Source: an optimization exercise on an open RTL-to-GDS flow (aim: small area). Production flows keep margins and buffers that such runs may drop.
The RTL was checked by simulation tests, not by an equivalence proof against the original design.

--- design/flow/config.mk ---
export PLATFORM = sky130hd
export DESIGN_NAME = dtmf
export DESIGN_NICKNAME = dtmf
export VERILOG_FILES = /design/flow/design.v
export SDC_FILE = /design/flow/constraint.sdc
export NUM_CORES = 4
export LEC_CHECK = 0
export CAP_MARGIN = 20
export CORE_MARGIN = 2
export CORE_UTILIZATION = 40
export SLEW_MARGIN = 20
--- design/flow/constraint.sdc ---
create_clock -name core_clock -period 20.0 [get_ports {clk}]
set_input_delay 4.0000 -clock core_clock [delete_from_list [all_inputs] [get_ports {clk}]]
set_output_delay 4.0000 -clock core_clock [all_outputs]
set_load 0.01 [all_outputs]
--- design/flow/design.v ---
module dtmf
(
	input	wire			clk,
	input	wire			rst,
	input	wire			valid,
	input	wire	[11:0]	data,
	output	reg				newKey,
	output	wire	 [7:0]	theKey,
	output	reg				dtmf_valid,
	output	wire	 [3:0]	dtmf_data
);
function [11:0] coef (input [2:0] i);
	case (i)
		3'd0: coef = 12'd3488;
		3'd1: coef = 12'd3350;
		3'd2: coef = 12'd3200;
		3'd3: coef = 12'd3037;
		3'd4: coef = 12'd2382;
		3'd5: coef = 12'd2066;
		3'd6: coef = 12'd1618;
		default: coef = 12'd1146;
	endcase
endfunction
reg [4:0] ph;
wire [1:0] k  = ph[1:0];
wire [2:0] sf = ph[4:2];
wire slot_end = (k == 2'd3);
reg [7:0] cnt;					 
wire vn = valid && (cnt != 8'd0);	 
wire vc = valid && (cnt == 8'd0);	 
reg [11:0] xr;					 
reg [11:0] x0r;					 
reg pend;						 
reg combp;						 
reg sact;						 
reg cmode;						 
reg [2:0] scnt;					 
reg have;						 
always @ (posedge clk)
begin
	if (rst)
	begin
		ph <= 0;
		cnt <= 0;
		pend <= 0;
		combp <= 0;
		sact <= 0;
		cmode <= 0;
		scnt <= 0;
		have <= 0;
	end
	else
	begin
		ph <= ph + 5'd1;
		if (valid)
			cnt <= (cnt == 8'd204) ? 8'd0 : cnt + 8'd1;
		if (vc)
		begin
			combp <= 1'b1;
			have <= 1'b1;
		end
		if (slot_end)
		begin
			if (sact && scnt != 3'd7)
			begin
				scnt <= scnt + 3'd1;
				if (vn) pend <= 1'b1;
			end
			else if (pend || vn)
			begin
				sact <= 1'b1;
				scnt <= 3'd0;
				cmode <= combp;
				combp <= 1'b0;
				pend <= 1'b0;
			end
			else
				sact <= 1'b0;
		end
		else if (vn)
			pend <= 1'b1;
	end
end
always @ (posedge clk)
begin
	if (vn) xr <= data;
	if (vc) x0r <= data;
end
reg [139:0] q1s;				 
reg [159:0] q2s;				 
reg [19:0] res;					 
wire [4:0] q1t = q1s[4:0];
wire [4:0] q2t = q2s[4:0];
wire [19:0] sx0 = {{8{x0r[11]}}, x0r};
reg [4:0] x0d;
always @*
	case (k)
		2'd0: x0d = sx0[4:0];
		2'd1: x0d = sx0[9:5];
		2'd2: x0d = sx0[14:10];
		default: x0d = sx0[19:15];
	endcase
wire [4:0] dq = cmode ? x0d : q1t;		 
wire [4:0] eq = cmode ? 5'd0 : q2t;		 
wire [11:0] Cf = coef(sf);
wire [17:0] C16 = {2'b00, Cf, 4'd0};
wire [16:0] r0 = dq[0] ? {5'd0, Cf}       : 17'd0;
wire [16:0] r1 = dq[1] ? {4'd0, Cf, 1'b0} : 17'd0;
wire [16:0] r2 = dq[2] ? {3'd0, Cf, 2'b0} : 17'd0;
wire [16:0] r3 = dq[3] ? {2'd0, Cf, 3'b0} : 17'd0;
wire [17:0] r4 = dq[4] ? (slot_end ? (18'd0 - C16) : C16) : 18'd0;
wire signed [5:0] ee = {slot_end & eq[4], eq};
reg signed [18:0] accm;
reg [3:0] lowb;
wire signed [23:0] base = (k == 2'd0) ? {xr[11], xr, 11'd1024} : {{5{accm[18]}}, accm};
wire signed [23:0] S = base + $signed({7'd0, r0}) + $signed({7'd0, r1}) + $signed({7'd0, r2})
                     + $signed({7'd0, r3}) + $signed({{6{r4[17]}}, r4}) - $signed({{7{ee[5]}}, ee, 11'd0});
wire ovf = !((&S[19:15]) || !(|S[19:15]));
wire [19:0] q1n = ovf ? (S[23] ? 20'h80000 : 20'h7ffff) : {S[15:0], lowb};
always @ (posedge clk)
begin
	accm <= S[23:5];
	lowb <= S[4:1];
	res <= (sact && slot_end) ? q1n : {q1t, res[19:5]};
	q1s <= {res[4:0], q1s[139:5]};
	q2s <= {(sact ? dq : q2t), q2s[159:5]};
end
reg mpend;
reg mact;
reg [6:0] mt;
reg [2:0] ms;
reg eng;
reg [2:0] mf;
reg [19:0] M1, M2;
reg signed [32:0] V;
reg signed [32:0] ACC;
reg stk;
reg [7:0] pressed;
reg decide;
wire mload = mact && (mt < 7'd64) && (mt[2:0] == (mt[5] ? 3'd4 : 3'd0)) && !(mt == 7'd32);
wire [11:0] mc = coef(mf);
wire [13:0] mcx = {2'b00, mc};
reg [2:0] cw_hi, cw_lo;
always @*
	case (ms)
		3'd0: begin cw_hi = mcx[11:9]; cw_lo = mcx[9:7]; end
		3'd1: begin cw_hi = mcx[7:5];  cw_lo = mcx[5:3]; end
		default: begin cw_hi = mcx[3:1]; cw_lo = {mcx[1:0], 1'b0}; end
	endcase
wire [2:0] mm = ms - 3'd3;
wire [20:0] q1e = {M1, 1'b0};
wire [20:0] q2e = {M2, 1'b0};
reg [4:0] w1, w2;
always @*
	case (mm)
		3'd0: begin w1 = q1e[4:0];   w2 = q2e[4:0];   end
		3'd1: begin w1 = q1e[8:4];   w2 = q2e[8:4];   end
		3'd2: begin w1 = q1e[12:8];  w2 = q2e[12:8];  end
		3'd3: begin w1 = q1e[16:12]; w2 = q2e[16:12]; end
		default: begin w1 = q1e[20:16]; w2 = q2e[20:16]; end
	endcase
wire dph = (ms >= 3'd3);
wire [2:0] wq0 = dph ? w2[2:0] : ~cw_lo;	 
wire [2:0] wq1 = dph ? w2[4:2] : ~cw_hi;
wire [2:0] wv0 = w1[2:0];
wire [2:0] wv1 = w1[4:2];
wire nq0 = wq0[2] & ~(wq0[1] & wq0[0]);
wire oq0 = wq0[1] ^ wq0[0];
wire tq0 = (wq0[2] & ~wq0[1] & ~wq0[0]) | (~wq0[2] & wq0[1] & wq0[0]);
wire nq1 = wq1[2] & ~(wq1[1] & wq1[0]);
wire oq1 = wq1[1] ^ wq1[0];
wire tq1 = (wq1[2] & ~wq1[1] & ~wq1[0]) | (~wq1[2] & wq1[1] & wq1[0]);
wire nv0 = wv0[2] & ~(wv0[1] & wv0[0]);
wire ov0 = wv0[1] ^ wv0[0];
wire tv0 = (wv0[2] & ~wv0[1] & ~wv0[0]) | (~wv0[2] & wv0[1] & wv0[0]);
wire nv1 = wv1[2] & ~(wv1[1] & wv1[0]);
wire ov1 = wv1[1] ^ wv1[0];
wire tv1 = (wv1[2] & ~wv1[1] & ~wv1[0]) | (~wv1[2] & wv1[1] & wv1[0]);
wire [20:0] rq0 = (({21{oq0}} & {M2[19], M2}) | ({21{tq0}} & {M2, 1'b0})) ^ {21{nq0}};
wire [20:0] rq1 = (({21{oq1}} & {M2[19], M2}) | ({21{tq1}} & {M2, 1'b0})) ^ {21{nq1}};
wire [33:0] rv0 = (({34{ov0}} & {V[32], V}) | ({34{tv0}} & {V, 1'b0})) ^ {34{nv0}};
wire [33:0] rv1 = (({34{ov1}} & {V[32], V}) | ({34{tv1}} & {V, 1'b0})) ^ {34{nv1}};
wire signed [23:0] RQ = $signed({{3{rq0[20]}}, rq0}) + $signed({rq1[20], rq1, 2'b00})
                      + $signed({21'd0, nq1, 1'b0, nq0});
wire signed [32:0] vb = (ms == 3'd0) ? ((mc[11]) ? -$signed({{9{M2[19]}}, M2, 4'd0}) : 33'sd0)
                                     : $signed({V[28:0], 4'd0});
wire signed [32:0] vnext = vb + $signed({{9{RQ[23]}}, RQ})
                         + ((ms == 3'd2) ? $signed({{2{M1[19]}}, M1, 11'd0}) : 33'sd0);
wire signed [36:0] asum = ((ms == 3'd3) ? 37'sd0 : $signed({{4{ACC[32]}}, ACC}))
                        + $signed({{3{rv0[33]}}, rv0}) + $signed({rv1[33], rv1, 2'b00})
                        + $signed({{2{RQ[23]}}, RQ, 11'd0})
                        + $signed({34'd0, nv1, 1'b0, nv0});
wire signed [32:0] anext = asum[36:4];
wire snext = stk | (|asum[3:0]);
wire on = (anext > 33'sd819200) || (anext == 33'sd819200 && snext);
always @ (posedge clk)
begin
	if (rst)
	begin
		mpend <= 0;
		mact <= 0;
		mt <= 0;
		eng <= 0;
		decide <= 0;
	end
	else
	begin
		decide <= 0;
		if (vc && have) mpend <= 1'b1;
		if (mact) mt <= mt + 7'd1;
		if (slot_end && (mpend || (vc && have)))
		begin
			mact <= 1'b1;
			mt <= 0;
			mpend <= 1'b0;
		end
		if (mload)
		begin
			eng <= 1'b1;
		end
		else if (eng && ms == 3'd7)
		begin
			eng <= 1'b0;
		end
		if (mact && mt == 7'd68)
		begin
			mact <= 1'b0;
			decide <= 1'b1;
		end
	end
end
always @ (posedge clk)
begin
	if (mload)
	begin
		M1 <= q1s[19:0];
		M2 <= q2s[19:0];
		mf <= sf;
		ms <= 3'd0;
	end
	else if (eng)
		ms <= ms + 3'd1;
	if (eng)
	begin
		if (!dph)
			V <= vnext;
		else
		begin
			ACC <= anext;
			stk <= (ms == 3'd3) ? (|asum[3:0]) : snext;
		end
		if (ms == 3'd7)
			pressed[mf] <= on;
	end
end
wire [3:0] rows = pressed[3:0];
wire [3:0] cols = pressed[7:4];
wire found = (|rows) && (|cols);
wire [1:0] ri = rows[0] ? 2'd0 : rows[1] ? 2'd1 : rows[2] ? 2'd2 : 2'd3;
wire [1:0] ci = cols[0] ? 2'd0 : cols[1] ? 2'd1 : cols[2] ? 2'd2 : 2'd3;
reg [3:0] code;
always @*
	case ({ri, ci})
		4'h0: code = 4'd1;  4'h1: code = 4'd2;  4'h2: code = 4'd3;  4'h3: code = 4'd13;
		4'h4: code = 4'd4;  4'h5: code = 4'd5;  4'h6: code = 4'd6;  4'h7: code = 4'd14;
		4'h8: code = 4'd7;  4'h9: code = 4'd8;  4'ha: code = 4'd9;  4'hb: code = 4'd15;
		4'hc: code = 4'd11; 4'hd: code = 4'd10; 4'he: code = 4'd12; default: code = 4'd0;
	endcase
reg [3:0] kcode;
reg khave;
reg [7:0] ascii;
always @*
	case (kcode)
		4'd0: ascii = "D";
		4'd10: ascii = "0";
		4'd11: ascii = "*";
		4'd12: ascii = "#";
		4'd13: ascii = "A";
		4'd14: ascii = "B";
		4'd15: ascii = "C";
		default: ascii = {4'h3, kcode};
	endcase
assign theKey = khave ? ascii : 8'd0;
assign dtmf_data = dtmf_valid ? kcode : 4'd0;
always @ (posedge clk)
begin
	if (rst)
	begin
		newKey <= 0;
		dtmf_valid <= 0;
		khave <= 0;
	end
	else
	begin
		newKey <= 1'b0;
		if (decide)
		begin
			dtmf_valid <= found;
			if (found)
			begin
				khave <= 1'b1;
				kcode <= code;
				newKey <= !khave || (code != kcode);
			end
		end
	end
end
endmodule
--- design/flow/run.sh ---
#!/bin/bash
# synth_recipe.tcl (not shown) runs the flow's synth.tcl, then flattens the netlist and writes it again
# the make line also repeats each setting of config.mk as NAME=value (left out here)
make -C /OpenROAD-flow-scripts/flow DESIGN_CONFIG=/design/flow/config.mk WORK_HOME=/design/flow/orfs CLKGATE_MAP_FILE= SYNTH_SCRIPT=/design/flow/synth_recipe.tcl finish
==> summary.md, run 1 <==
| Metric | Value |
|---|---|
| Sequential-to-total area share from yosys stat | `42.80%` |
| GRT Resource Usage Total | `16.99%` |
| CTS clock-pin slew for the worst setup and hold paths | `0.07 ns` |
| Initial core utilization | `40.21%` |
| Number of buffers created by CTS | `52` |
| GPL Wtd Cong | `0.8860` |
| Port bufs | `27` |
| Hold Path Class | `flop to flop` |
| Rel. slew slack | `36.79%` |
| Max-Cap Viols | `0` |
| Reg-to-reg critical path startpoint | `ms[0]` |
| DR iter-0 viols | `1156` |
| Netlist Area Pre-Place | `0.02806 mm2` |
| Count leader, synth | `dfxtp_1` |
| Synth cell count leaders | `dfxtp_1, ha_1, inv_1, nand2_1, nor2_1` |
| Netlist cell types | `93` |
| Ys flop type | `dfxtp_1` |
| Critical Path End | `pressed[4]` |
| Cell Area, Placed | `0.02923 mm2` |
| # diodes | `0` |
| CTS tree | `built` |
| H-tree Lvls | `2` |
| Mean Syn Cell Area | `10.60 um2` |
| Setup TNS | `0 ns` |
| Slowest stage delay, CP | `0.78 ns` |
| Final instance area | `0.03109 mm2` |
| Final Net Count | `3003` |
| Total routed wirelength | `60710 um` |
| # Post-CTS Setup Buffers | `0` |
| Fraction of layout cells with a size suffix above 1 | `6.318%` |
| First-pass GRT wire length | `99220 um` |
| Maximum fanout along the worst path | `21` |
| DIE AREA | `0.07229 mm2` |
| Crit path top cell by count | `ha_1` |
| Worst skew pair latency | `0.62 ns` |
| Outcome | `complete, no violations` |
| Grt total ovfl | `0` |
| Initial antenna violation count | `1` |
| Util after Layout | `44.56%` |
| CORE AREA | `0.06979 mm2` |
| Cell type with the highest aggregate area in the netlist | `dfxtp_1` |
| Slowest stage cell on the critical path | `ha_1` |
| EDFF count, synth | `146` |
| CP Capture Type | `flop` |
| Largest net degree at the start of global routing | `48` |
| Worst-Margin Slew | `0.9481 ns` |
| Count of pins over their slew limit | `0` |
| Final cell count without fillers | `3615` |
| Via count of the first global-routing pass | `18950` |
| Max Fclk | `86.39 MHz` |
| CTS Root Cell | `clkbuf_16` |
| Final HPWL DP | `45610 um` |
| Post-DRT Antenna Nets | `0` |
| Vias | `18670` |
| Area growth syn-to-layout | `10.80%` |
| Remaining DRCs | `0` |
| CP Data Arrival Time | `11.91 ns` |
| Final setup vio count | `0` |
| Die width | `268.9 um` |
| Crit Path Category | `flop to flop` |
| Synth top area share | `27.18%` |
| Syn_nets | `3019` |
| CTS max path bufs | `3` |
| IO Pins | `29` |
| DRT Pass-1 Iters | `8` |
| Rows | `97` |
| Area contributors post-synth | `dfxtp_1, edfxtp_1, ha_1` |
| Worst reg2reg endpoint | `pressed[4]` |
| R2r setup slk | `8.42 ns` |
| Post-CTS sizing | `0` |
| Fraction of registers with async set/reset | `0%` |
| Cells after DPL | `3518` |
| Post-Syn Instances | `2648` |
| Clock tree sinks | `527` |
| Worst-case reg-to-reg path depth | `36` |
| Final worst path period need | `11.58 ns` |
| Hold-fix buffers, CTS | `0` |
| Final hold vios | `0` |
| Tcrit/Tclk final | `57.88%` |
| Synthesis Warnings | `1` |
| Final clock skew | `0.04944 ns` |
| RSZ-0062 raised after global routing | `no` |
| Startpoint class of the critical path | `flop` |
| Critical path startpoint | `ms[0]` |
| FF+latch count, synth | `527` |
| Vert. Die Dim | `268.9 um` |
| Routed len/inst | `16.79 um` |
| Worst path required time | `20.33 ns` |
| Vias/cell | `5.165` |
==> worst min-delay path by stage <==
| stage | start | end | slack [ns] | depth (start not counted) |
|---|---|---|---|---|
| after floorplan | q1s[105] | q1s[100] | 0.31 | 0 |
| after global routing | q2s[46] | q2s[41] | 0.31 | 0 |
| after CTS | q2s[155] | q2s[150] | 0.30 | 0 |
| final | q2s[155] | q2s[150] | 0.30 | 0 |
| after global placement | q1s[72] | q1s[67] | 0.31 | 0 |
| after detailed placement | q1s[121] | q1s[116] | 0.31 | 0 |
==> stage by stage <==
stage	hold slack (ns)	setup WS, ns
3_3_place_gp	0.3100	8.799
6_report	0.3019	8.424
2_1_floorplan	0.3096	10.25
5_1_grt	0.3071	7.588
4_1_cts	0.2957	8.441
3_5_place_dp	0.3121	8.473
==> metal layers <==
layer	part of all wire (%)	global-route usage [%]	vias up
met5	0	0	-
met4	2.7	5.315	0
met3	4.5	2.694	112
met2	46	27.97	423
met1	47	22.92	9005
li1	-	-	9131
==> layout by cell type, fill, tap and decap left out, drive strengths merged, types with 32 or more instances in the layout <==
| master | synthesis | routed |
|---|---|---|
| dfxtp | 381 | 381 |
| ha | 224 | 224 |
| inv | 192 | 200 |
| nand2 | 189 | 189 |
| nor2 | 154 | 154 |
| xnor2 | 150 | 150 |
| edfxtp | 146 | 146 |
| fa | 132 | 132 |
| a22oi | 126 | 126 |
| a21oi | 119 | 119 |
| xor2 | 99 | 99 |
| o21ai | 86 | 86 |
| clkbuf | 99 | 67 |
| nor2b | 52 | 52 |
| a21o | 50 | 50 |
| and2 | 43 | 43 |
| nor3 | 40 | 40 |
| nand2b | 32 | 32 |
==> cell type report <==
| class | instances | area [um2] |
|---|---|---|
| clock buffers | 67 | 1473 |
| clock inverters | 30 | 389.1 |
| fillers | 6508 | 38690 |
| inverters | 193 | 724.4 |
| multi-input cells | 1812 | 14910 |
| flip-flops and latches | 527 | 12010 |
| well taps | 940 | 1176 |
| repair buffers | 46 | 412.9 |
==> worst max-delay path: cells and delay by family, from the launching register on <==
kind / cells / cell delay [ns]
AOI/OAI and AO/OA: 17 / 3.84
adders and majority gates: 8 / 3.80
and+or+nand+nor: 4 / 1.26
buffers and inverters: 3 / 0.79
xor gates and xnor gates: 3 / 0.71
DFF: 1 / 0.46
muxes: 1 / 0.42
==> cell families after synthesis <==
group / count (synthesis) / synth area share [%]
flip-flops: 527 / 42.80
multiplexers: 27 / 1.039
XOR/XNOR: 251 / 7.959
other: 1 / 0.01336
buffers and inverters: 309 / 4.196
AND/OR/NAND/NOR: 622 / 10.86
AO/OA/AOI/OAI: 555 / 13.72
adder cells (fa/ha/maj): 356 / 19.40
==> flip-flops by register name (all words and copies together) (netlist names), 3 cells and up <==
signal and count:
ACC 33, M1 20, M2 20, V 33
accm 19, cnt 8, kcode 4, lowb 4
mf 3, ms 3, mt 7, ph 5
pressed 8, q1s 140, q2s 160, res 20
scnt 3, x0r 12, xr 12
==> inputs of run 2 (changes only) <==
--- a/design/flow/design.v
+++ b/design/flow/design.v
@@ -104,17 +104,28 @@
 wire [4:0] eq = cmode ? 5'd0 : q2t;		 
 wire [11:0] Cf = coef(sf);
 wire [17:0] C16 = {2'b00, Cf, 4'd0};
-wire [16:0] r0 = dq[0] ? {5'd0, Cf}       : 17'd0;
-wire [16:0] r1 = dq[1] ? {4'd0, Cf, 1'b0} : 17'd0;
-wire [16:0] r2 = dq[2] ? {3'd0, Cf, 2'b0} : 17'd0;
-wire [16:0] r3 = dq[3] ? {2'd0, Cf, 3'b0} : 17'd0;
+wire [23:0] r0 = dq[0] ? {12'd0, Cf}       : 24'd0;
+wire [23:0] r1 = dq[1] ? {11'd0, Cf, 1'b0} : 24'd0;
+wire [23:0] r2 = dq[2] ? {10'd0, Cf, 2'b0} : 24'd0;
+wire [23:0] r3 = dq[3] ? {9'd0, Cf, 3'b0}  : 24'd0;
 wire [17:0] r4 = dq[4] ? (slot_end ? (18'd0 - C16) : C16) : 18'd0;
-wire signed [5:0] ee = {slot_end & eq[4], eq};
+wire e5 = slot_end & eq[4];
+wire [23:0] r4x = {6'd0, ~r4[17], r4[16:0]};			 
+wire [23:0] rex = {7'd0, e5, ~eq, 11'd0};				 
+localparam [23:0] KM = 24'hFD0800;
 reg signed [18:0] accm;
 reg [3:0] lowb;
-wire signed [23:0] base = (k == 2'd0) ? {xr[11], xr, 11'd1024} : {{5{accm[18]}}, accm};
-wire signed [23:0] S = base + $signed({7'd0, r0}) + $signed({7'd0, r1}) + $signed({7'd0, r2})
-                     + $signed({7'd0, r3}) + $signed({{6{r4[17]}}, r4}) - $signed({{7{ee[5]}}, ee, 11'd0});
+wire [23:0] base = (k == 2'd0) ? {xr[11], xr, 11'd1024} : {{5{accm[18]}}, accm};
+wire [23:0] m1s, m1c, m2s, m2c, m3s, m3c, m4s, m4c, m5s, m5c, m6s, m6c;
+csa #(24) ma (base, r0, r1, m1s, m1c);
+csa #(24) mb (r2, r3, r4x, m2s, m2c);
+csa #(24) mc_ (rex, KM, m1s, m3s, m3c);
+csa #(24) md (m1c, m2s, m2c, m4s, m4c);
+csa #(24) me (m3s, m3c, m4s, m5s, m5c);
+csa #(24) mf_ (m5s, m5c, m4c, m6s, m6c);
+wire [23:0] S_u;
+rca #(24) mz (m6s, m6c, S_u);
+wire signed [23:0] S = S_u;
 wire ovf = !((&S[19:15]) || !(|S[19:15]));
 wire [19:0] q1n = ovf ? (S[23] ? 20'h80000 : 20'h7ffff) : {S[15:0], lowb};
 always @ (posedge clk)
@@ -139,13 +150,16 @@
 reg decide;
 wire mload = mact && (mt < 7'd64) && (mt[2:0] == (mt[5] ? 3'd4 : 3'd0)) && !(mt == 7'd32);
 wire [11:0] mc = coef(mf);
-wire [13:0] mcx = {2'b00, mc};
-reg [2:0] cw_hi, cw_lo;
+wire [11:0] kn = 12'd0 - mc;
+wire [12:0] kx = {kn, 1'b0};
+wire vph = (ms < 3'd3);
+wire dph = !vph;
+reg [2:0] kw_hi, kw_lo;
 always @*
 	case (ms)
-		3'd0: begin cw_hi = mcx[11:9]; cw_lo = mcx[9:7]; end
-		3'd1: begin cw_hi = mcx[7:5];  cw_lo = mcx[5:3]; end
-		default: begin cw_hi = mcx[3:1]; cw_lo = {mcx[1:0], 1'b0}; end
+		3'd0: begin kw_hi = kx[12:10]; kw_lo = kx[10:8]; end
+		3'd1: begin kw_hi = kx[8:6];   kw_lo = kx[6:4]; end
+		default: begin kw_hi = kx[4:2]; kw_lo = kx[2:0]; end
 	endcase
 wire [2:0] mm = ms - 3'd3;
 wire [20:0] q1e = {M1, 1'b0};
@@ -159,11 +173,10 @@
 		3'd3: begin w1 = q1e[16:12]; w2 = q2e[16:12]; end
 		default: begin w1 = q1e[20:16]; w2 = q2e[20:16]; end
 	endcase
-wire dph = (ms >= 3'd3);
-wire [2:0] wq0 = dph ? w2[2:0] : ~cw_lo;	 
-wire [2:0] wq1 = dph ? w2[4:2] : ~cw_hi;
-wire [2:0] wv0 = w1[2:0];
-wire [2:0] wv1 = w1[4:2];
+wire [2:0] wv0 = vph ? kw_lo : w1[2:0];
+wire [2:0] wv1 = vph ? kw_hi : w1[4:2];
+wire [2:0] wq0 = vph ? {(ms == 3'd2) & mc[11], 2'b00} : w2[2:0];
+wire [2:0] wq1 = vph ? 3'b000 : w2[4:2];
 wire nq0 = wq0[2] & ~(wq0[1] & wq0[0]);
 wire oq0 = wq0[1] ^ wq0[0];
 wire tq0 = (wq0[2] & ~wq0[1] & ~wq0[0]) | (~wq0[2] & wq0[1] & wq0[0]);
@@ -176,20 +189,28 @@
 wire nv1 = wv1[2] & ~(wv1[1] & wv1[0]);
 wire ov1 = wv1[1] ^ wv1[0];
 wire tv1 = (wv1[2] & ~wv1[1] & ~wv1[0]) | (~wv1[2] & wv1[1] & wv1[0]);
+wire [32:0] MV = vph ? {{13{M2[19]}}, M2} : V;
 wire [20:0] rq0 = (({21{oq0}} & {M2[19], M2}) | ({21{tq0}} & {M2, 1'b0})) ^ {21{nq0}};
 wire [20:0] rq1 = (({21{oq1}} & {M2[19], M2}) | ({21{tq1}} & {M2, 1'b0})) ^ {21{nq1}};
-wire [33:0] rv0 = (({34{ov0}} & {V[32], V}) | ({34{tv0}} & {V, 1'b0})) ^ {34{nv0}};
-wire [33:0] rv1 = (({34{ov1}} & {V[32], V}) | ({34{tv1}} & {V, 1'b0})) ^ {34{nv1}};
-wire signed [23:0] RQ = $signed({{3{rq0[20]}}, rq0}) + $signed({rq1[20], rq1, 2'b00})
-                      + $signed({21'd0, nq1, 1'b0, nq0});
-wire signed [32:0] vb = (ms == 3'd0) ? ((mc[11]) ? -$signed({{9{M2[19]}}, M2, 4'd0}) : 33'sd0)
-                                     : $signed({V[28:0], 4'd0});
-wire signed [32:0] vnext = vb + $signed({{9{RQ[23]}}, RQ})
-                         + ((ms == 3'd2) ? $signed({{2{M1[19]}}, M1, 11'd0}) : 33'sd0);
-wire signed [36:0] asum = ((ms == 3'd3) ? 37'sd0 : $signed({{4{ACC[32]}}, ACC}))
-                        + $signed({{3{rv0[33]}}, rv0}) + $signed({rv1[33], rv1, 2'b00})
-                        + $signed({{2{RQ[23]}}, RQ, 11'd0})
-                        + $signed({34'd0, nv1, 1'b0, nv0});
+wire [33:0] rv0 = (({34{ov0}} & {MV[32], MV}) | ({34{tv0}} & {MV, 1'b0})) ^ {34{nv0}};
+wire [33:0] rv1 = (({34{ov1}} & {MV[32], MV}) | ({34{tv1}} & {MV, 1'b0})) ^ {34{nv1}};
+wire [32:0] accg = (ms == 3'd0) ? {{10{M1[19]}}, M1, 3'd0} :
+                   vph ? {V[28:0], 4'd0} :
+                   (ms == 3'd3) ? 33'd0 : ACC;
+wire [36:0] da = {4'd0, ~accg[32], accg[31:0]};
+wire [36:0] dv0 = {3'd0, ~rv0[33], rv0[32:0]};
+wire [36:0] dv1 = {1'd0, ~rv1[33], rv1[32:0], 2'b00};
+wire [36:0] dq0 = {5'd0, ~rq0[20], rq0[19:0], 11'd0};
+wire [36:0] dq1 = {3'd0, ~rq1[20], rq1[19:0], 13'd0};
+localparam [36:0] KD = 37'h1000000000 | 37'h200000000 | 37'h80000000;
+wire [36:0] dx = KD | {23'd0, nq1, 1'b0, nq0, 8'd0, nv1, 1'b0, nv0};
+wire [36:0] d1s, d1c, d2s, d2c, d3s, d3c, d4s, d4c;
+csa #(37) da_ (da, dv0, dv1, d1s, d1c);
+csa #(37) db_ (dq0, dq1, dx, d2s, d2c);
+csa #(37) dc_ (d1s, d1c, d2s, d3s, d3c);
+csa #(37) dd_ (d3s, d3c, d2c, d4s, d4c);
+wire [36:0] asum;
+rca #(37) dz (d4s, d4c, asum);
 wire signed [32:0] anext = asum[36:4];
 wire snext = stk | (|asum[3:0]);
 wire on = (anext > 33'sd819200) || (anext == 33'sd819200 && snext);
@@ -242,8 +263,8 @@
 		ms <= ms + 3'd1;
 	if (eng)
 	begin
-		if (!dph)
-			V <= vnext;
+		if (vph)
+			V <= asum[32:0];
 		else
 		begin
 			ACC <= anext;
@@ -306,3 +327,29 @@
 	end
 end
 endmodule
+module csa #(parameter W = 8)
+(
+	input	wire	[W-1:0]	a,
+	input	wire	[W-1:0]	b,
+	input	wire	[W-1:0]	c,
+	output	wire	[W-1:0]	s,
+	output	wire	[W-1:0]	co
+);
+wire [W-1:0] m = (a & b) | (a & c) | (b & c);
+assign s = a ^ b ^ c;
+assign co = {m[W-2:0], 1'b0};
+endmodule
+module rca #(parameter W = 8)
+(
+	input	wire	[W-1:0]	a,
+	input	wire	[W-1:0]	b,
+	output	wire	[W-1:0]	s
+);
+wire [W:0] c;
+assign c[0] = 1'b0;
+genvar i;
+generate for (i = 0; i < W; i = i + 1) begin : bit_
+	assign s[i] = a[i] ^ b[i] ^ c[i];
+	assign c[i+1] = (a[i] & b[i]) | (a[i] & c[i]) | (b[i] & c[i]);
+end endgenerate
+endmodule
--- a/design/flow/config.mk
+++ b/design/flow/config.mk
@@ -5,6 +5,7 @@
 export SDC_FILE = /design/flow/constraint.sdc
 export NUM_CORES = 4
 export LEC_CHECK = 0
+export ABC_AREA = 1
 export CAP_MARGIN = 20
 export CORE_MARGIN = 2
 export CORE_UTILIZATION = 40
==> run 2 against run 1 <==
Still clean on timing, DRC and antenna. Clock skew fell by 0.024 ns. Final cell count decreased by 1.1%. Global-route usage rose by 1.1 points. Maximum frequency shrank 39%. Critical path type unchanged. Largest cell class is now flip-flops and latches.
==> summary.md, run 2 <==
| Metric | Value |
|---|---|
| Remaining DRCs | `0 (unchanged)` |
| CTS clock-pin slew for the worst setup and hold paths | `0.06 ns (was 0.07 ns)` |
| EDFF count, synth | `146 (unchanged)` |
| Post-DRT Antenna Nets | `0 (unchanged)` |
| Slowest stage delay, CP | `0.55 ns (was 0.78 ns)` |
| Crit path top cell by count | `fa_1 (was ha_1)` |
| R2r setup slk | `0.96 ns (was 8.42 ns)` |
| Initial core utilization | `40.43% (was 40.21%)` |
| # fillers | `6041 (was 6508)` |
| Setup TNS | `0 ns (unchanged)` |
| Worst path required time | `20.35 ns (was 20.33 ns)` |
| Final HPWL DP | `44830 um (was 45610 um)` |
| Largest net degree at the start of global routing | `66 (was 48)` |
| CTS tree | `built (unchanged)` |
| Grt total ovfl | `0 (unchanged)` |
| GRT Resource Usage Total | `18.12% (was 16.99%)` |
| Sequential-to-total area share from yosys stat | `47.10% (was 42.80%)` |
| Total routed wirelength | `58810 um (was 60710 um)` |
| Routed len/inst | `16.45 um (was 16.79 um)` |
| Port bufs | `27 (unchanged)` |
| Max Fclk | `52.53 MHz (was 86.39 MHz)` |
| Count of pins over their slew limit | `0 (unchanged)` |
| Vert. Die Dim | `256.5 um (was 268.9 um)` |
| Fraction of layout cells with a size suffix above 1 | `7.735% (was 6.318%)` |
| Critical path startpoint | `mf[0] (was ms[0])` |
| CP Data Arrival Time | `19.39 ns (was 11.91 ns)` |
| Fraction of registers with async set/reset | `0% (unchanged)` |
| Netlist cell types | `54 (was 93)` |
| Final worst path period need | `19.04 ns (was 11.58 ns)` |
| # diodes | `0 (unchanged)` |
| Max-Cap Viols | `0 (unchanged)` |
| Startpoint class of the critical path | `flop (unchanged)` |
| Final Net Count | `2990 (was 3003)` |
| DRT Pass-1 Iters | `5 (was 8)` |
| Via count of the first global-routing pass | `17350 (was 18950)` |
| Rows | `92 (was 97)` |
| Synth cell count leaders | `nand2_1, inv_1, dfxtp_1, nand3_1, fa_1 (was dfxtp_1, ha_1, inv_1, nand2_1, nor2_1)` |
| CTS max path bufs | `3 (unchanged)` |
| Outcome | `complete, no violations (unchanged)` |
| FF+latch count, synth | `527 (unchanged)` |
| Cell type with the highest aggregate area in the netlist | `dfxtp_1 (unchanged)` |
| Mean Syn Cell Area | `9.595 um2 (was 10.60 um2)` |
| Vias/cell | `4.893 (was 5.165)` |
| Count leader, synth | `nand2_1 (was dfxtp_1)` |
| Largest register FFs | `160 (unchanged)` |
| Clock tree sinks | `527 (unchanged)` |
| Hold wc startpoint | `q1s[43] (was q2s[155])` |
| Hold Path Depth | `0 (unchanged)` |
| CORE AREA | `0.06308 mm2 (was 0.06979 mm2)` |
| Syn_nets | `2964 (was 3019)` |
| Worst-Margin Slew | `1.010 ns (was 0.9481 ns)` |
| Area contributors post-synth | `dfxtp_1, edfxtp_1, fa_1 (was dfxtp_1, edfxtp_1, ha_1)` |
| DR iter-0 viols | `1448 (was 1156)` |
| Die width | `256.5 um (was 268.9 um)` |
| CTS Root Cell | `clkbuf_16 (unchanged)` |
| Crit Path Category | `flop to flop (unchanged)` |
| Initial antenna violation count | `2 (was 1)` |
| Rel. slew slack | `31.81% (was 36.79%)` |
| Netlist Area Pre-Place | `0.02550 mm2 (was 0.02806 mm2)` |
| Most common cell after layout, fill and taps aside | `nand2_1 (was dfxtp_1)` |
| Number of buffers created by CTS | `52 (unchanged)` |
| Reg-to-reg critical path startpoint | `mf[0] (was ms[0])` |
| CP Capture Type | `flop (unchanged)` |
| Footprint of the multi-input gates | `0.01148 mm2 (was 0.01491 mm2)` |
| Hold Path Class | `flop to flop (unchanged)` |
| Most frequent cells in the layout | `nand2_1, inv_1, dfxtp_1 (was dfxtp_1, ha_1, inv_1)` |
| Ys flop type | `dfxtp_1 (unchanged)` |
| Vias | `17490 (was 18670)` |
| Top Registers | `q2s x160, q1s x140 (unchanged)` |
| Synthesis Warnings | `1 (unchanged)` |
| Final hold vios | `0 (unchanged)` |
| Synth top area share | `29.91% (was 27.18%)` |
| Post-Syn Instances | `2658 (was 2648)` |
| Final clock skew | `0.02542 ns (was 0.04944 ns)` |
| Slowest stage cell on the critical path | `fa_1 (was ha_1)` |
| Sequential cell area | `0.01201 mm2 (unchanged)` |
| Worst-case reg-to-reg path depth | `78 (was 36)` |
| RSZ-0062 raised after global routing | `no (unchanged)` |
| Maximum fanout along the worst path | `6 (was 21)` |
| H-tree Lvls | `2 (unchanged)` |
| Worst skew pair latency | `0.62 ns (about the same)` |
| GPL Wtd Cong | `0.9110 (was 0.8860)` |
| DIE AREA | `0.06580 mm2 (was 0.07229 mm2)` |
| Largest Register | `q2s (unchanged)` |
| First-pass GRT wire length | `94880 um (was 99220 um)` |
| IO Pins | `29 (unchanged)` |
| Area growth syn-to-layout | `11.69% (was 10.80%)` |
| Tcrit/Tclk final | `95.19% (was 57.88%)` |
| Final setup vio count | `0 (unchanged)` |
## run 2: cell count changes after synthesis, moves of 43 or more
cell,delta
nand2_1,+381
inv_1,+209
nand3_1,+179
xnor2_1,-147
a22oi_1,-125
ha_1,-112
clkbuf_1,-60
nor2b_1,-52
a21o_1,-50
xor2_1,-50
fa_1,+47
and2_1,-43
## run 2: metrics by stage
stage                     setup WS [ns]  instances  util, %  hold slack [ns]  area (um2)
final                            0.9620       3574    45.16           0.3194       28480
after global routing           0.003091       3574    45.16           0.3236       28480
after CTS                        0.2833       3569    45.04           0.3219       28410
after detailed placement         0.3035       3471    42.12           0.3121       26570
after global placement           0.4800       3471    42.12           0.3100       26570
after floorplan                  0.9756       2658        -           0.3096       25500
## run 2: critical path: cells and delay by family (launching register included)
kind                       cells  cell delay (ns)
and+or+nand+nor               16             1.66
adders and majority gates     41            14.95
buffers and inverters         16             1.20
AOI/OAI and AO/OA              5             0.54
DFF                            1             0.45
## run 2: cell families after synthesis
logic type      Yosys count  share of synthesized area (%)
compound gates          252                          5.725
xor+xnor                 51                          1.751
fa+ha+maj               291                          19.54
buf+inv                 504                          8.041
flops                   527                          47.10
mux                       4                         0.1570
other cells               1                        0.01470
simple gates           1028                          17.67
## run 2: layout make-up
type	instances	share of cell area (%)
Sequential cell	527	42.17
Multi-Input combinational cell	1627	40.32
Inverter	420	5.587
Clock buffer	71	5.174
Tap cell	846	3.716
Timing Repair Buffer	56	1.753
Clock inverter	27	1.283
## run 2: path summary, 6_finish.rpt
kind	end
max	pressed[3]
max reg2reg	pressed[3]
min reg2reg	q1s[38]
min	q1s[38]
## run 2: routing by layer
| metal | vias up | GRT usage (%) | routed length (um) |
|---|---|---|---|
| met5 | - | 0 | 25 |
| met4 | 4 | 5.766 | 1749 |
| met3 | 116 | 2.442 | 3209 |
| met2 | 448 | 28.61 | 26460 |
| met1 | 8455 | 25.82 | 27370 |
| li1 | 8464 | - | - |
## run 2: what timing repair did
item | in CTS | in global routing
setup buffers | 0 | 5
gates resized for setup | 0 | 15
hold buffers | 0 | 0
hold endpoints to repair | 0 | 0
setup endpoints to repair | 0 | 8
==> inputs of run 3 (changes only) <==
--- a/design/flow/design.v
+++ b/design/flow/design.v
@@ -21,6 +21,18 @@
 		default: coef = 12'd1146;
 	endcase
 endfunction
+function [11:0] kneg (input [2:0] i);
+	case (i)
+		3'd0: kneg = 12'd608;
+		3'd1: kneg = 12'd746;
+		3'd2: kneg = 12'd896;
+		3'd3: kneg = 12'd1059;
+		3'd4: kneg = 12'd1714;
+		3'd5: kneg = 12'd2030;
+		3'd6: kneg = 12'd2478;
+		default: kneg = 12'd2950;
+	endcase
+endfunction
 reg [4:0] ph;
 wire [1:0] k  = ph[1:0];
 wire [2:0] sf = ph[4:2];
@@ -150,7 +162,7 @@
 reg decide;
 wire mload = mact && (mt < 7'd64) && (mt[2:0] == (mt[5] ? 3'd4 : 3'd0)) && !(mt == 7'd32);
 wire [11:0] mc = coef(mf);
-wire [11:0] kn = 12'd0 - mc;
+wire [11:0] kn = kneg(mf);
 wire [12:0] kx = {kn, 1'b0};
 wire vph = (ms < 3'd3);
 wire dph = !vph;
@@ -257,22 +269,14 @@
 		M1 <= q1s[19:0];
 		M2 <= q2s[19:0];
 		mf <= sf;
-		ms <= 3'd0;
-	end
-	else if (eng)
-		ms <= ms + 3'd1;
-	if (eng)
-	begin
-		if (vph)
-			V <= asum[32:0];
-		else
-		begin
-			ACC <= anext;
-			stk <= (ms == 3'd3) ? (|asum[3:0]) : snext;
-		end
-		if (ms == 3'd7)
-			pressed[mf] <= on;
 	end
+	ms <= mload ? 3'd0 : ms + 3'd1;
+	if (vph)
+		V <= asum[32:0];
+	ACC <= anext;
+	stk <= (ms == 3'd3) ? (|asum[3:0]) : snext;
+	if (eng && ms == 3'd7)
+		pressed[mf] <= on;
 end
 wire [3:0] rows = pressed[3:0];
 wire [3:0] cols = pressed[7:4];
--- a/design/flow/config.mk
+++ b/design/flow/config.mk
@@ -9,4 +9,6 @@
 export CAP_MARGIN = 20
 export CORE_MARGIN = 2
 export CORE_UTILIZATION = 40
+export CTS_BUF_LIST = sky130_fd_sc_hd__clkbuf_8
+export CTS_CLUSTER_SIZE = 30
 export SLEW_MARGIN = 20
==> run 3 against run 2 <==
Still clean on timing, DRC and antenna. Area after synthesis shrank 2.2%. Critical path depth is 9 lower. Synthesized cell count rose by 2.0%. Final area is 2.3% lower. Count of clock-buffer cells in the layout up 30. Critical path type unchanged. Largest cell class unchanged. Highest routed layer is now met4.
==> summary.md, run 3 <==
| Metric | Value |
|---|---|
| Crit Path Category | `flop to flop (unchanged)` |
| GRT Resource Usage Total | `18.94% (was 18.12%)` |
| Largest Register | `q2s (unchanged)` |
| CP Data Arrival Time | `19.34 ns (was 19.39 ns)` |
| Final cell count without fillers | `3662 (was 3574)` |
| # fillers | `5883 (was 6041)` |
| Crit path top cell by count | `fa_1 (unchanged)` |
| DR iter-0 viols | `1301 (was 1448)` |
| Max Fclk | `52.88 MHz (was 52.53 MHz)` |
| Most frequent cells in the layout | `nand2_1, inv_1, dfxtp_1 (unchanged)` |
| Worst path required time | `20.43 ns (was 20.35 ns)` |
| # diodes | `0 (unchanged)` |
| Rel. slew slack | `44.36% (was 31.81%)` |
| Netlist Area Pre-Place | `0.02495 mm2 (was 0.02550 mm2)` |
| Final HPWL DP | `44920 um (was 44830 um)` |
| Sequential-to-total area share from yosys stat | `46.77% (was 47.10%)` |
| Fraction of layout cells with a size suffix above 1 | `6.584% (was 7.735%)` |
| Synthesis Warnings | `1 (unchanged)` |
| CTS Root Cell | `clkbuf_8 (was clkbuf_16)` |
| Slowest stage delay, CP | `0.56 ns (was 0.55 ns)` |
| EDFF count, synth | `112 (was 146)` |
| Post-DRT Antenna Nets | `0 (unchanged)` |
| Vias | `17790 (was 17490)` |
| H-tree Lvls | `3 (was 2)` |
| Outcome | `complete, no violations (unchanged)` |
| Max-Cap Viols | `0 (unchanged)` |
| Dpl ws | `0.7337 ns (was 0.3035 ns)` |
| GPL Wtd Cong | `0.9124 (was 0.9110)` |
| Remaining DRCs | `0 (unchanged)` |
| Final Net Count | `3064 (was 2990)` |
| Setup ws final | `1.088 ns (was 0.9620 ns)` |
| Util after Layout | `45.08% (was 45.16%)` |
| Largest register FFs | `160 (unchanged)` |
| Die width | `253.8 um (was 256.5 um)` |
| CTS max path bufs | `3 (unchanged)` |
| DRT Pass-1 Iters | `7 (was 5)` |
| Final hold vios | `0 (unchanged)` |
| Clock tree sinks | `527 (unchanged)` |
| Rows | `91 (was 92)` |
| Final worst path period need | `18.91 ns (was 19.04 ns)` |
| Via count of the first global-routing pass | `17690 (was 17350)` |
| Ys flop type | `dfxtp_1 (unchanged)` |
| # Post-CTS Setup Buffers | `0 (unchanged)` |
| Grt total ovfl | `0 (unchanged)` |
| Tcrit/Tclk final | `94.56% (was 95.19%)` |
| Count of pins over their slew limit | `0 (unchanged)` |
| CTS tree | `built (unchanged)` |
| Synth top area share | `33.29% (was 29.91%)` |
| First-pass GRT wire length | `94860 um (was 94880 um)` |
| Worst-Margin Slew | `0.8259 ns (was 1.010 ns)` |
| CORE AREA | `0.06171 mm2 (was 0.06308 mm2)` |
| CP Capture Type | `flop (unchanged)` |
| Startpoint class of the critical path | `flop (unchanged)` |
| DIE AREA | `0.06440 mm2 (was 0.06580 mm2)` |
| Most common cell after layout, fill and taps aside | `nand2_1 (unchanged)` |
| Fraction of registers with async set/reset | `0% (unchanged)` |
| Number of buffers created by CTS | `82 (was 52)` |
| Port bufs | `27 (unchanged)` |
| Netlist cell types | `48 (was 54)` |
| Cell type with the highest aggregate area in the netlist | `dfxtp_1 (unchanged)` |
| Top Registers | `q2s x160, q1s x140 (unchanged)` |
| Hold Path Class | `flop to flop (unchanged)` |
| Worst skew pair latency | `0.68 ns (was 0.62 ns)` |
| Area contributors post-synth | `dfxtp_1, fa_1, edfxtp_1 (was dfxtp_1, edfxtp_1, fa_1)` |
| Post-Syn Instances | `2712 (was 2658)` |
| Total routed wirelength | `58850 um (was 58810 um)` |
| Initial core utilization | `40.44% (was 40.43%)` |
| Vert. Die Dim | `253.8 um (was 256.5 um)` |
| Final clock skew | `0.03115 ns (was 0.02542 ns)` |
| Setup TNS | `0 ns (unchanged)` |
| Cells after DPL | `3510 (was 3471)` |
| CTS clock-pin slew for the worst setup and hold paths | `0.06 ns (about the same)` |
| Count leader, synth | `nand2_1 (unchanged)` |
| Slowest stage cell on the critical path | `fa_1 (unchanged)` |
| Final setup vio count | `0 (unchanged)` |
| Vias/cell | `4.858 (was 4.893)` |
| Mean Syn Cell Area | `9.201 um2 (was 9.595 um2)` |
| Syn_nets | `3019 (was 2964)` |
| Routed len/inst | `16.07 um (was 16.45 um)` |
| Area growth syn-to-layout | `11.48% (was 11.69%)` |
| RSZ-0062 raised after global routing | `no (unchanged)` |
| IO Pins | `29 (unchanged)` |
| FF+latch count, synth | `527 (unchanged)` |
| Largest net degree at the start of global routing | `66 (unchanged)` |
| Maximum fanout along the worst path | `12 (was 6)` |
| Initial antenna violation count | `0 (was 2)` |
| Synth cell count leaders | `nand2_1, dfxtp_1, inv_1, nand3_1, fa_1 (was nand2_1, inv_1, dfxtp_1, nand3_1, fa_1)` |
-- run 3: worst paths after layout --
kind              startpoint          to  slack (ns)  cells after the start
setup / recovery       ms[1]  pressed[3]        1.09                     69
hold / removal       q1s[91]     q1s[86]        0.31                      0
setup reg to reg       ms[1]  pressed[3]        1.09                     69
hold reg to reg      q1s[91]     q1s[86]        0.31                      0
-- run 3: area by class of cell --
cell class	instances	area [um2]	area share, %
Timing Repair Buffer	49	435.4	1.565
Clock inverter	51	402.9	1.448
Multi-Input combinational cell	1688	11330	40.75
Inverter	409	1535	5.519
Clock buffer	101	1390	4.997
Tap cell	837	1047	3.765
Sequential cell	527	11670	41.96
-- run 3: timing repair --
action	4_1_cts	5_1_grt
resized for setup	0	3
hold endpoints to repair	0	0
hold buffers	0	0
setup endpoints to repair	0	8
-- run 3: metrics by stage --
step                area (um2)  hold WS [ns]
floorplan                24950        0.3096
global placement         26000        0.3108
detailed placement       26010        0.3121
CTS                      27800        0.3107
global route             27820        0.3199
finish                   27820        0.3127
-- run 3: critical path: cells and delay by family, from the launching register on --
family | cells | cell delay, ns
buf+inv | 14 | 1.11
simple gates | 14 | 1.82
flops | 1 | 0.44
fa+ha+maj | 40 | 15.21
compound gates | 1 | 0.11
-- run 3: cell families (layout without fill, tap and decap cells) --
logic type                 Yosys count  count (layout)  share of synthesized area, %
DFF                                527             527                         46.77
buffers and inverters              497             610                         7.927
muxes                                4               4                        0.1605
xor gates and xnor gates            33              33                         1.158
and+or+nand+nor                   1134            1134                         18.88
AOI/OAI and AO/OA                  224             224                         5.064
other                                1               1                       0.01503
adders and majority gates          292             292                         20.03
-- run 3: metal layers --
metal / part of all wire [%] / vias up / track usage [%]
met5: 0 / - / 0
met4: 2.9 / 0 / 6.773
met3: 5.2 / 110 / 3.042
met2: 46 / 505 / 30.64
met1: 46 / 8541 / 25.71
li1: - / 8635 / -
==> inputs of run 4 (changes only) <==
--- a/design/flow/config.mk
+++ b/design/flow/config.mk
@@ -8,7 +8,6 @@
 export ABC_AREA = 1
 export CAP_MARGIN = 20
 export CORE_MARGIN = 2
-export CORE_UTILIZATION = 40
-export CTS_BUF_LIST = sky130_fd_sc_hd__clkbuf_8
-export CTS_CLUSTER_SIZE = 30
+export CORE_UTILIZATION = 70
+export PLACE_DENSITY = 0.8
 export SLEW_MARGIN = 20
==> run 4 against run 3 <==
Synthesized cell count did not move. Routed wire length is 6.9% higher. Maximum frequency down 0.69%. Non-clock buffer count is 2 lower. Die area down 42%. First-iteration DRC count increased by 59%. Clock skew fell by 0.0083 ns. Worst setup slack lost 0.13 ns. Global-route usage rose by 16 points. Critical path type unchanged.
==> summary.md, run 4 <==
| Metric | Value |
|---|---|
| CP Data Arrival Time | `19.40 ns (was 19.34 ns)` |
| FF+latch count, synth | `527 (unchanged)` |
| Simple logic cell fraction of the synthesized area | `18.88% (unchanged)` |
| Final worst path period need | `19.04 ns (was 18.91 ns)` |
| Largest net degree at the start of global routing | `51 (was 66)` |
| Largest register FFs | `160 (unchanged)` |
| Maximum fanout along the worst path | `34 (was 12)` |
| Setup TNS | `0 ns (unchanged)` |
| Worst path required time | `20.35 ns (was 20.43 ns)` |
| Dpl ws | `0.4342 ns (was 0.7337 ns)` |
| Max-Cap Viols | `0 (unchanged)` |
| CTS clock-pin slew for the worst setup and hold paths | `0.07 ns (was 0.06 ns)` |
| GRT Resource Usage Total | `35.23% (was 18.94%)` |
| Worst-Margin Slew | `0.9136 ns (was 0.8259 ns)` |
| Initial core utilization | `70.67% (was 40.44%)` |
| CP Capture Type | `flop (unchanged)` |
| Post-DRT Antenna Nets | `0 (unchanged)` |
| Hold Path Class | `flop to flop (unchanged)` |
| Cell type with the highest aggregate area in the netlist | `dfxtp_1 (unchanged)` |
| Synth Area in XOR/XNOR | `1.158% (unchanged)` |
| CTS tree | `built (unchanged)` |
| First-pass GRT wire length | `98590 um (was 94860 um)` |
| Max Fclk | `52.51 MHz (was 52.88 MHz)` |
| Post-Syn Instances | `2712 (unchanged)` |
| Synth Area in Adders | `20.03% (unchanged)` |
| Largest Register | `q2s (unchanged)` |
| Area growth syn-to-layout | `9.015% (was 11.48%)` |
| Port bufs | `27 (unchanged)` |
| Final HPWL DP | `43920 um (was 44920 um)` |
| Slowest stage delay, CP | `0.58 ns (was 0.56 ns)` |
| CTS Root Cell | `clkbuf_16 (was clkbuf_8)` |
| Final setup vio count | `0 (unchanged)` |
| Count of pins over their slew limit | `0 (unchanged)` |
| Cells after DPL | `3132 (was 3510)` |
| Final clock skew | `0.02290 ns (was 0.03115 ns)` |
| Fraction of layout cells with a size suffix above 1 | `4.888% (was 6.584%)` |
| Vert. Die Dim | `192.8 um (was 253.8 um)` |
| Final Net Count | `3029 (was 3064)` |
| DIE AREA | `0.03718 mm2 (was 0.06440 mm2)` |
| RSZ-0062 raised after global routing | `no (unchanged)` |
| Setup ws final | `0.9568 ns (was 1.088 ns)` |
| Synth cell count leaders | `nand2_1, dfxtp_1, inv_1, nand3_1, fa_1 (unchanged)` |
| Hold Slack | `0.3198 ns (was 0.3127 ns)` |
| Most frequent cells in the layout | `nand2_1, dfxtp_1, inv_1 (was nand2_1, inv_1, dfxtp_1)` |
| Crit path top cell by count | `fa_1 (unchanged)` |
| GPL Wtd Cong | `0.9789 (was 0.9124)` |
| Synthesis Warnings | `1 (unchanged)` |
| Netlist cell types | `48 (unchanged)` |
| Tcrit/Tclk final | `95.22% (was 94.56%)` |
| Hold-fix buffers, CTS | `0 (unchanged)` |
| EDFF count, synth | `112 (unchanged)` |
| Crit Path Category | `flop to flop (unchanged)` |
| Total routed wirelength | `62940 um (was 58850 um)` |
| # diodes | `0 (unchanged)` |
| Rel. slew slack | `38.81% (was 44.36%)` |
| Count leader, synth | `nand2_1 (unchanged)` |
| Die width | `192.8 um (was 253.8 um)` |
| Final hold vios | `0 (unchanged)` |
| Area contributors post-synth | `dfxtp_1, fa_1, edfxtp_1 (unchanged)` |
| Sequential-to-total area share from yosys stat | `46.77% (unchanged)` |
| Util after Layout | `77.04% (was 45.08%)` |
| Rows | `69 (was 91)` |
| IO Pins | `29 (unchanged)` |
| DR iter-0 viols | `2074 (was 1301)` |
| Final instance area | `0.02720 mm2 (was 0.02782 mm2)` |
| Slowest stage cell on the critical path | `fa_1 (unchanged)` |
| Most common cell after layout, fill and taps aside | `nand2_1 (unchanged)` |
| Worst skew pair latency | `0.61 ns (was 0.68 ns)` |
| Netlist Area Pre-Place | `0.02495 mm2 (unchanged)` |
| Via count of the first global-routing pass | `18710 (was 17690)` |
| Grt total ovfl | `0 (unchanged)` |
| Cell Area, Placed | `0.02553 mm2 (was 0.02601 mm2)` |
| DRT Pass-1 Iters | `9 (was 7)` |
| Outcome | `complete, no violations (unchanged)` |
| Vias | `18550 (was 17790)` |
| Remaining DRCs | `0 (unchanged)` |
| Startpoint class of the critical path | `flop (unchanged)` |
| Final cell count without fillers | `3223 (was 3662)` |
| Number of buffers created by CTS | `49 (was 82)` |
| CORE AREA | `0.03531 mm2 (was 0.06171 mm2)` |
| Clock tree sinks | `527 (unchanged)` |
| Top Registers | `q2s x160, q1s x140 (unchanged)` |
| Syn_nets | `3019 (unchanged)` |
| Ys flop type | `dfxtp_1 (unchanged)` |
| CTS max path bufs | `3 (unchanged)` |
| Mean Syn Cell Area | `9.201 um2 (unchanged)` |
| Mux cell area share after synthesis | `0.1604% (unchanged)` |
| H-tree Lvls | `2 (was 3)` |
| Routed len/inst | `19.53 um (was 16.07 um)` |
| Fraction of registers with async set/reset | `0% (unchanged)` |
| Vias/cell | `5.755 (was 4.858)` |
| Post-synthesis compound-gate area fraction | `5.064% (unchanged)` |
| Initial antenna violation count | `0 (unchanged)` |
| Synth top area share | `33.29% (unchanged)` |
| Largest family of logic cells by synthesized area | `adder cells (unchanged)` |
[run 4: cell count changes in the layout (fill, tap and decap cells not counted), sizes merged]
cell	before	now
bufinv	4	3
inv	435	407
clkinvlp	4	2
clkinv	17	16
clkbuf	101	72
buf	22	20
[run 4: final timing paths]
| kind | from | slack (ns) | end | cells after the start |
|---|---|---|---|---|
| setup / recovery | ms[0] | 0.96 | pressed[7] | 69 |
| hold / removal | q2s[47] | 0.32 | q2s[42] | 0 |
| setup reg to reg | ms[0] | 0.96 | pressed[7] | 69 |
| hold reg to reg | q2s[47] | 0.32 | q2s[42] | 0 |
[run 4: cell families after synthesis]
| group | count (synthesis) |
|---|---|
| simple gates | 1134 |
| fa+ha+maj | 292 |
| flops | 527 |
| mux | 4 |
| buf+inv | 497 |
| xor+xnor | 33 |
| compound gates | 224 |
| other cells | 1 |
[run 4: metal layers]
layer / vias to the layer above / share of wire, % / wire [um] / global-route usage (%)
li1: 8534 / - / - / -
met1: 8777 / 38 / 23980 / 42.56
met2: 959 / 48 / 30380 / 58.97
met3: 275 / 7.7 / 4830 / 7.329
met4: 2 / 5.9 / 3709 / 19.67
met5: - / 0.060 / 38 / 0.8242
[run 4: cell type report]
class                   count  area, um2
fillers                  2256       8107
inverters                 409       1538
clock buffers              72       1393
clock inverters            19      255.2
repair buffers             47      435.4
well taps                 461      576.8
flip-flops and latches    527      11670
multi-input cells        1688      11330
[run 4: what timing repair did]
item | in CTS | in global routing
setup buffers | 0 | 0
resized for setup | 0 | 8
hold endpoints to repair | 0 | 0
endpoints found under the setup margin | 0 | 8
[run 4: worst max-delay path: cells and delay by family, from the launching register on]
family	cells	cell delay, ns
compound gates	1	0.14
fa+ha+maj	39	14.91
flops	1	0.38
simple gates	15	2.01
buf+inv	14	1.31
==> inputs of run 5 (changes only) <==
--- a/design/flow/config.mk
+++ b/design/flow/config.mk
@@ -8,6 +8,5 @@
 export ABC_AREA = 1
 export CAP_MARGIN = 20
 export CORE_MARGIN = 2
-export CORE_UTILIZATION = 70
-export PLACE_DENSITY = 0.8
+export CORE_UTILIZATION = 40
 export SLEW_MARGIN = 20
==> run 5 against run 4 <==
Sequential share of layout area decreased by 1.1 points. Maximum frequency increased by 0.82%. Clock skew decreased by 0.0098 ns. Register-to-register slack improved by 0.16 ns. Critical path type unchanged. Critical endpoint unchanged.
==> summary.md, run 5 <==
| Metric | Value |
|---|---|
| Final worst path period need | `18.89 ns (was 19.04 ns)` |
| Largest family of logic cells by synthesized area | `adder cells (unchanged)` |
| Port bufs | `27 (unchanged)` |
| Slowest stage cell on the critical path | `fa_1 (unchanged)` |
| Vias | `17670 (was 18550)` |
| Fraction of registers with async set/reset | `0% (unchanged)` |
| Synth cell count leaders | `nand2_1, dfxtp_1, inv_1, nand3_1, fa_1 (unchanged)` |
| Netlist Area Pre-Place | `0.02495 mm2 (unchanged)` |
| CTS max path bufs | `3 (unchanged)` |
| Post-DRT Antenna Nets | `0 (unchanged)` |
| Die width | `253.8 um (was 192.8 um)` |
| Grt total ovfl | `0 (unchanged)` |
| Crit path top cell by count | `fa_1 (unchanged)` |
| # diodes | `0 (unchanged)` |
| Top Registers | `q2s x160, q1s x140 (unchanged)` |
| CTS clock-pin slew for the worst setup and hold paths | `0.06 ns (was 0.07 ns)` |
| Hold Path Depth | `0 (unchanged)` |
| Mux cell area share after synthesis | `0.1604% (unchanged)` |
| Mean Syn Cell Area | `9.201 um2 (unchanged)` |
| Clock tree sinks | `527 (unchanged)` |
| First-pass GRT wire length | `94520 um (was 98590 um)` |
| Remaining DRCs | `0 (unchanged)` |
| EDFF count, synth | `112 (unchanged)` |
| H-tree Lvls | `2 (unchanged)` |
| Setup TNS | `0 ns (unchanged)` |
| Crit Path Category | `flop to flop (unchanged)` |
| Final setup vio count | `0 (unchanged)` |
| RSZ-0062 raised after global routing | `no (unchanged)` |
| CP Capture Type | `flop (unchanged)` |
| Initial core utilization | `40.44% (was 70.67%)` |
| DRT Pass-1 Iters | `5 (was 9)` |
| Number of buffers created by CTS | `53 (was 49)` |
| Initial antenna violation count | `0 (unchanged)` |
| Worst skew pair latency | `0.61 ns (about the same)` |
| Vert. Die Dim | `253.8 um (was 192.8 um)` |
| Rows | `91 (was 69)` |
| CORE AREA | `0.06171 mm2 (was 0.03531 mm2)` |
| GPL Wtd Cong | `0.9124 (was 0.9789)` |
| Most frequent cells in the layout | `nand2_1, dfxtp_1, inv_1 (unchanged)` |
| Sequential-to-total area share from yosys stat | `46.77% (unchanged)` |
| Rel. slew slack | `44.36% (was 38.81%)` |
| Max-Cap Viols | `0 (unchanged)` |
| Synthesis Warnings | `1 (unchanged)` |
| # fillers | `5870 (was 2256)` |
| CP Data Arrival Time | `19.24 ns (was 19.40 ns)` |
| Maximum fanout along the worst path | `12 (was 34)` |
| Fraction of layout cells with a size suffix above 1 | `5.592% (was 4.888%)` |
| Simple logic cell fraction of the synthesized area | `18.88% (unchanged)` |
| DIE AREA | `0.06440 mm2 (was 0.03718 mm2)` |
| Hold Slack | `0.3222 ns (was 0.3198 ns)` |
| Final hold vios | `0 (unchanged)` |
| Final clock skew | `0.01308 ns (was 0.02290 ns)` |
| Max Fclk | `52.94 MHz (was 52.51 MHz)` |
| CTS tree | `built (unchanged)` |
| Hold Path Class | `flop to flop (unchanged)` |
| Via count of the first global-routing pass | `17430 (was 18710)` |
| DR iter-0 viols | `1280 (was 2074)` |
| Startpoint class of the critical path | `flop (unchanged)` |
| CTS Root Cell | `clkbuf_16 (unchanged)` |
| Count leader, synth | `nand2_1 (unchanged)` |
| Largest Register | `q2s (unchanged)` |
| Post-synthesis compound-gate area fraction | `5.064% (unchanged)` |
| Vias/cell | `4.897 (was 5.755)` |
| Synth Area in XOR/XNOR | `1.158% (unchanged)` |
| Synth Area in Adders | `20.03% (unchanged)` |
| Largest net degree at the start of global routing | `66 (was 51)` |
| Total routed wirelength | `58740 um (was 62940 um)` |
| Post-Syn Instances | `2712 (unchanged)` |
| Synth top area share | `33.29% (unchanged)` |
| Area contributors post-synth | `dfxtp_1, fa_1, edfxtp_1 (unchanged)` |
| IO Pins | `29 (unchanged)` |
| Outcome | `complete, no violations (unchanged)` |
| Routed len/inst | `16.28 um (was 19.53 um)` |
| # Post-CTS Setup Buffers | `0 (unchanged)` |
| Worst path required time | `20.36 ns (was 20.35 ns)` |
| Area growth syn-to-layout | `12.00% (was 9.015%)` |
| Most common cell after layout, fill and taps aside | `nand2_1 (unchanged)` |
| Slowest stage delay, CP | `0.56 ns (was 0.58 ns)` |
| Cell type with the highest aggregate area in the netlist | `dfxtp_1 (unchanged)` |
| Ys flop type | `dfxtp_1 (unchanged)` |
| Count of pins over their slew limit | `0 (unchanged)` |
| Netlist cell types | `48 (unchanged)` |
| Worst-case reg-to-reg path depth | `69 (unchanged)` |
| Hold-fix buffers, CTS | `0 (unchanged)` |
| Final HPWL DP | `44920 um (was 43920 um)` |
| Largest register FFs | `160 (unchanged)` |
| Final Net Count | `3035 (was 3029)` |
| Tcrit/Tclk final | `94.44% (was 95.22%)` |
| Syn_nets | `3019 (unchanged)` |
| Worst-Margin Slew | `0.8259 ns (was 0.9136 ns)` |
| FF+latch count, synth | `527 (unchanged)` |
| GRT Resource Usage Total | `18.79% (was 35.23%)` |
[run 5: changes by cell type in the layout (fill, tap and decap cells not counted), sizes merged]
cell      previous run  this run
clkinvlp             2         3
clkbuf              72        68
clkinv              16        18
bufinv               3         7
inv                407       412
buf                 20        22
[run 5: repair_timing]
action,4_1_cts,5_1_grt
resized for setup,0,3
setup endpoints to repair,0,8
hold endpoints to repair,0,0
[run 5: metal layers]
| layer | global-route usage [%] | vias up | wire, um |
|---|---|---|---|
| li1 | - | 8556 | - |
| met1 | 25.78 | 8503 | 26790 |
| met2 | 30.93 | 505 | 27230 |
| met3 | 2.028 | 108 | 2933 |
| met4 | 6.471 | 0 | 1783 |
| met5 | 0 | - | 0 |
[run 5: logic make-up (layout without fill, tap and decap cells)]
group / count (synthesis) / after routing
compound gates: 224 / 224
xor+xnor: 33 / 33
fa+ha+maj: 292 / 292
buf+inv: 497 / 557
flops: 527 / 527
mux: 4 / 4
other cells: 1 / 1
simple gates: 1134 / 1134
[run 5: layout make-up]
type | count | area, um2 | share of cell area [%]
inverters | 409 | 1535 | 5.493
well taps | 837 | 1047 | 3.747
repair buffers | 49 | 435.4 | 1.558
flip-flops and latches | 527 | 11670 | 41.76
clock buffers | 68 | 1495 | 5.350
clock inverters | 31 | 430.4 | 1.540
multi-input cells | 1688 | 11330 | 40.55
[run 5: through the flow]
step	utilization, %	area [um2]	worst slack (ns)	cells
finish	45.29	27950	1.112	3609
global route	45.29	27950	0.04244	3609
CTS	45.27	27940	0.7021	3609
detailed placement	42.15	26010	0.7337	3510
global placement	42.14	26000	0.9813	3509
floorplan	-	24950	1.795	2712
[run 5: worst paths after layout]
| kind | startpoint | to | slack, ns |
|---|---|---|---|
| max reg2reg | ms[2] | pressed[7] | 1.11 |
| max | ms[2] | pressed[7] | 1.11 |
| min | q2s[112] | q2s[107] | 0.32 |
| min reg2reg | q2s[112] | q2s[107] | 0.32 |
[run 5: worst max-delay path, delay by kind of cell (launching register included)]
family	cells	cell delay [ns]
adders and majority gates	39	15.03
and+or+nand+nor	14	1.78
buffers and inverters	15	1.22
DFF	1	0.47
AOI/OAI and AO/OA	1	0.12

## separate check: timing with driven ports
How much do the figures lean on ideal ports? The routed layouts below were timed once more, with nothing changed but the port constraints.
Step 1, drivers: a clkbuf_16 drives clk and a buf_2 each remaining input, both assumed.
Step 2 times the ports against the registers' clock, not the clock port: input delays grow and output delays shrink by t, the midpoint of the rising clock arrivals with the driver on.
Slacks: ideal ports / drivers / drivers and shift; pairs: ideal ports / drivers.
| run | t, ns | slack for setup (ns) | hold WS [ns] | worst setup path after step 2 | pins driven straight from the clock port |
|---|---|---|---|---|---|
| run 1 | 0.656 | 8.424 / 8.424 / 8.424 | 0.302 / 0.302 / 0.302 | register to register | 1 |
| run 2 | 0.663 | 0.962 / 0.962 / 0.962 | 0.319 / 0.319 / 0.319 | register to register | 1 |
| run 3 | 0.713 | 1.088 / 1.088 / 1.088 | 0.313 / 0.313 / 0.313 | register to register | 1 |
| run 4 | 0.658 | 0.957 / 0.957 / 0.957 | 0.320 / 0.320 / 0.320 | register to register | 1 |
| run 5 | 0.656 | 1.112 / 1.112 / 1.112 | 0.322 / 0.322 / 0.322 | register to register | 1 |
After both steps setup and hold are still met in every run listed.
